This design comes from an exercise in tuning for small area on the open sky130 flow, not from production work.
In this exercise RTL edits were held to simulation tests only and were not proved equivalent to the original.

==> flow/design.v (outline; a module is shown in full before it is edited, if it fits) <==
// module c_o22ai: 3 lines
// module c_a22oi: 3 lines
// module c_a222oi: 3 lines
// module c_nand2: 3 lines
// module c_nor2: 3 lines
// module c_inv: 3 lines
// module c_xor2: 3 lines
// module c_xnor2: 3 lines
// module c_fa: 4 lines
// module c_ha: 4 lines
// module leading_zero_cnt: 36 lines
// module fp32_converter: 32 lines
// module norm_shift: 177 lines
// module ge9: 17 lines
// module max9n: 12 lines
// module shift_dist: 17 lines
// module exp_max: 37 lines
// module csa_tree: 299 lines
// module popcount7: 13 lines
// module cpa51: 43 lines
// module align: 280 lines
// module fp_adder_tree: 72 lines
module fp_adder_tree #(
    parameter int unsigned N = 8
) (
    input clk,
    input rst_n,
    input            in_valid,
    input [32*N-1:0] fp_in,
    output           out_valid,
    output [31:0]    out
);
  // ...
==> flow/flow/run.sh <==
#!/bin/bash
# Standard layout, with two changes: the port buffers that the standard flow
# puts on every input and output are buf_1 cells instead of the default, and
# clock tree synthesis clusters up to 20 sinks on a clkbuf_8 and adds no
# dummy loads at the leaves of the clock tree.
set -euo pipefail
export BUFFER_PORTS_ARGS="-buffer_cell sky130_fd_sc_hd__buf_1"
export CTS_ARGS="-sink_clustering_enable -repair_clock_nets -sink_clustering_size 20 -sink_clustering_max_diameter 80 -sink_clustering_buffer sky130_fd_sc_hd__clkbuf_8 -dont_use_dummy_load"
bash standard.sh > standard.log 2>&1
==> flow/standard.sh <==
#!/bin/bash
# synth_recipe.tcl (not shown) runs the flow's synth.tcl, then flattens the netlist and writes it again
# the make line also repeats each setting of config.mk as NAME=value (left out here)
make -C /OpenROAD-flow-scripts/flow DESIGN_CONFIG=/design/flow/config.mk WORK_HOME=/design/flow/orfs CLKGATE_MAP_FILE= SYNTH_SCRIPT=/design/flow/synth_recipe.tcl "${@:-finish}"
==> flow/config.mk <==
export PLATFORM = sky130hd
export DESIGN_NAME = fp_adder_tree
export DESIGN_NICKNAME = fp_adder_tree
export VERILOG_FILES = /design/flow/design.v
export SDC_FILE = /design/flow/constraint.sdc
export NUM_CORES = 4
export LEC_CHECK = 0
export CAP_MARGIN = 20
export CORE_MARGIN = 2
export CORE_UTILIZATION = 50
export CTS_CLUSTER_DIAMETER = 100
export CTS_CLUSTER_SIZE = 30
export SLEW_MARGIN = 20
export SYNTH_HIERARCHICAL = 1
==> flow/constraint.sdc <==
create_clock -name core_clock -period 8.5 [get_ports {clk}]
set_input_delay 1.7000 -clock core_clock [delete_from_list [all_inputs] [get_ports {clk}]]
set_output_delay 1.7000 -clock core_clock [all_outputs]
set_load 0.01 [all_outputs]
==> run notes, run 1 <==
* Setup-failing EPs final at 0
* Crit path capture: out[30]
* Final Instance Area at 37700 um2
* Slew Limit Fails at 0
* Core Box Area at 67000 um2
* Vias at 33320
* Initial Utilization at 0.504
* Multi-input logic area at 26700 um2
* Num sequential at 326
* Final Hold Violating Endpoints at 0
* Sinks on the clock net at 326
* Most frequent cells in the layout: 1233 x o22ai_1, 498 x nor2_1, 425 x xor2_1
* Setup TNS at 0 ns
* Met3 Use GR at 0.0713
* GP Congestion at 1.08
* R2R depth at 22
* Outcome: timing/DRC/antenna clean
* Die span in y at 264 um
* Num ports at 292
* Final antenna-violating net count at 0
* Worst-path cell chain: nor4_1 -> nand3_1 -> nor3_1 -> nor2_1 -> xnor2_1 -> nor4_1 -> a2111oi_0 -> nor3_1 -> a211oi_2 -> inv_1 -> ha_1 -> ha_1 -> fa_1 -> a21o_1 -> a21oi_1 -> o21bai_1 -> a21oi_1 -> xnor2_1 -> buf_1
* DIE AREA at 69700 um2
* Slew HR at 0.299
* Vias per Instance at 6.35
* Skew-Pair Late Insertion Delay at 0.57 ns
* Syn. warnings at 12
* Final Non-Filler Cells at 5248
* Largest net degree at the start of global routing at 49
* WHS at 0.342 ns
* Met3 wire length at 10.7 mm
* Die W at 264 um
* Non-clock buffers, area share at 0.0632
* Worst Slack Setup Final at 0.397 ns
* Max reg flops at 192
* Share of layout cells above drive strength 1 at 0.0634
* CTS resizes at 0
* Max-cap viol count at 0
==> run 2, diff against run 1 <==
==> flow/flow/run.sh (replaced) <==
#!/bin/bash
# Standard layout, with two changes: the port buffers that the standard flow
# puts on every input and output are buf_1 cells instead of the default, and
# clock tree synthesis adds no dummy loads at the leaves of the clock tree.
set -euo pipefail
export BUFFER_PORTS_ARGS="-buffer_cell sky130_fd_sc_hd__buf_1"
export CTS_ARGS="-sink_clustering_enable -repair_clock_nets -sink_clustering_size 30 -sink_clustering_max_diameter 100 -dont_use_dummy_load"
bash standard.sh > standard.log 2>&1
==> run notes, run 2 <==
* Outcome: timing/DRC/antenna clean
* Area of the mapped netlist at 33800 um2
* Largest net degree at the start of global routing at 49 (unchanged)
* Syn. warnings at 12 (unchanged)
* # rows at 95
* Fillcell total at 6528
* Share of layout cells above drive strength 1 at 0.0621 (-0.00129)
* Largest regs: m_r (192), t_r (51), rl_r (48)
* R2R depth at 22 (unchanged)
* Min cycle time layout at 8.09 ns
* HP Class: register to register
* Arrival @ worst endpoint at 6.39 ns
* Max reg flops at 192 (unchanged)
* Worst-Margin Slew at 1.05 ns
* Drt first pass iters at 6
* Max-cap viol count at 0 (unchanged)
* Setup-failing EPs final at 0 (unchanged)
* Post-DR wirelength/cell at 24.2 um
* Syn_nets at 4659
* R2R Setup Slk at 0.60 ns
* Clock tree root buffer cell: clkbuf_16
* Slew Limit Fails at 0 (unchanged)
* Core Box Area at 67000 um2 (unchanged)
* GP Congestion at 1.08 (unchanged)
* Startpoint Class: register
* Final antenna-violating net count at 0 (unchanged)
* M1 GR Usage at 0.474
* Vias per Instance at 6.35 (about the same)
* Iter 0 DRT Violations at 3694
* GRT busiest layer: met2
* Max Root-Sink Buffers at 3
* Reg clk slew, reported paths at 0.09 ns
* Req. time, crit path at 6.80 ns
* Setup TNS at 0 ns (unchanged)
* Remaining DRCs at 0
* Grt ovf at 0
* Min-delay src: xn_r[6]
* CTS buffer count at 18
* Final Non-Filler Cells at 5241 (-0.13%)
* Vias at 33267 (-0.16%)
* Reg area at 6540 um2
* Final HPWL DP at 108 mm
* Most frequent cells in the layout: 1233 x o22ai_1, 498 x nor2_1, 425 x xor2_1
* Die span in y at 264 um (unchanged)
* Skew-Pair Late Insertion Delay at 0.56 ns (about the same)
* Initial Utilization at 0.504 (unchanged)
* Commonest non-fill, non-tap cell in the layout: o22ai_1
* Met3 Use GR at 0.0724 (+0.00112)
* FF-to-FF Start: rl_r[43]
* DIE AREA at 69700 um2 (unchanged)
* Final Instance Area at 37800 um2 (+0.22%)
* Clock skew at 0.0442 ns
* R2r endpoint: t_r[31]
* Syn Area/Cell at 8.68 um2
* Area of placed instances at 37300 um2
* Crit-path max FO at 5
* Num ports at 292 (unchanged)
* Tot GR Track Use at 0.355
* Fmax at 0.124 GHz
* Hold path depth at 0
* Die W at 264 um (unchanged)
* WL final at 127 mm
* Final Hold Violating Endpoints at 0 (unchanged)
* Setup crit end kind: output port
* Slew HR at 0.300 (+0.00122)
* Area grow syn2layout at 11.8%
* WS Path Type: register to output port
* Multi-input logic area at 26700 um2 (unchanged)
* Global-route wire length before repair at 188 mm
* Port Buffers at 291
* Placed Cells incl. Taps at 5218
* Top reg by flops: m_r
* Vias in the first global route at 31014
* CTS tree: done
* Nets@finish at 5131
* Hold path endpoint: xn_r2[6]
* Cells after synthesis at 3893
* H-tree levels at 1
* Final Cycle Share at 0.951
* Antenna violations before repair at 10
* Sinks on the clock net at 326 (unchanged)
* Grt met2 use at 0.559
-- run 2: stage by stage --
step / hold WS, ns / setup slack (ns) / util
after floorplan: 0.310 / 0.0320 / -
after global placement: 0.310 / 0.148 / 0.556
after detailed placement: 0.318 / 0.00339 / 0.556
after CTS: 0.310 / 0.285 / 0.563
after global routing: 0.318 / -0.00920 / 0.564
final: 0.311 / 0.414 / 0.564
-- run 2: how the worst max path moves through the flow --
stage | start | endpoint | slack [ns] | depth (start not counted)
3_5_place_dp | fp_in[91] | keep_r[3] | 0.003 | 30
4_1_cts | t_r[9] | out[30] | 0.28 | 19
6_report | t_r[13] | out[30] | 0.41 | 19
3_3_place_gp | fp_in[60] | keep_r[5] | 0.15 | 32
5_1_grt | fp_in[62] | keep_r[3] | -0.009 | 32
2_1_floorplan | fp_in[188] | keep_r[0] | 0.03 | 30
-- run 2: worst max-delay path, cell delays in order (launching register included) --
cell       delay [ns]
dfxtp_1          0.35
nor4_1           0.48
nand3_1          0.34
nor3_1           0.47
nor2_1           0.10
xnor2_1          0.58
nor4_1           0.10
a2111oi_0        0.61
nor3_1           0.12
a211oi_2         0.25
inv_1            0.21
ha_1             0.32
ha_1             0.21
fa_1             0.47
a21o_1           0.17
a21oi_1          0.21
o21bai_1         0.09
a21oi_1          0.38
xnor2_1          0.19
buf_1            0.17
-- run 2: cell type report --
type	count	area share
timing repair buffer	461	0.0630
tap	873	0.0289
inverter	173	0.0172
clock buffer	18	0.0119
antenna	5	0.000331
sequential	326	0.173
multi-input combinational	3385	0.706
-- run 2: routing by layer --
metal,routed length (um),part of all wire
met1,52300,0.41
met2,56500,0.44
met3,11600,0.092
met4,6550,0.052
met5,22,0.00017
-- run 2: repair_timing --
item | in CTS | in global routing
gates resized for setup | 0 | 3
endpoints found under the hold margin | 0 | 0
setup buffers | 0 | 0
setup endpoints to repair | 0 | 4
hold buffers | 0 | 0

[port drivers added, routing unchanged]
In the flow no input, the clock included, has a driving cell. The finished layouts below were timed again as built, in two steps.
Step 1 assumes that a clkbuf_16 drives the clock port and a buf_2 every other input.
Step 2 adds t to the input delays and takes it off the output delays; t is the mean of the earliest and latest rising clock arrival at the registers after step 1. Input paths then give back, and output paths get back, about the clock's delay inside the block.
Three values: ideal, step 1, step 2; two values: the first two.
run	shift t [ns]	slack for setup (ns)	hold slack, ns	worst slew at a driven data input, ns	cell pins on the clock port's net
run 1	0.598	0.397 / 0.331 / -0.053	0.342 / 0.342 / 0.342	0.09	1
run 2	0.609	0.414 / 0.346 / -0.021	0.311 / 0.311 / 0.311	0.09	1
With both steps, setup timing fails in run 1 and run 2, where it was met with ideal ports. The setup slack of run 1, which loses most, moves by -0.066 ns with the drivers and by -0.450 ns with both steps.
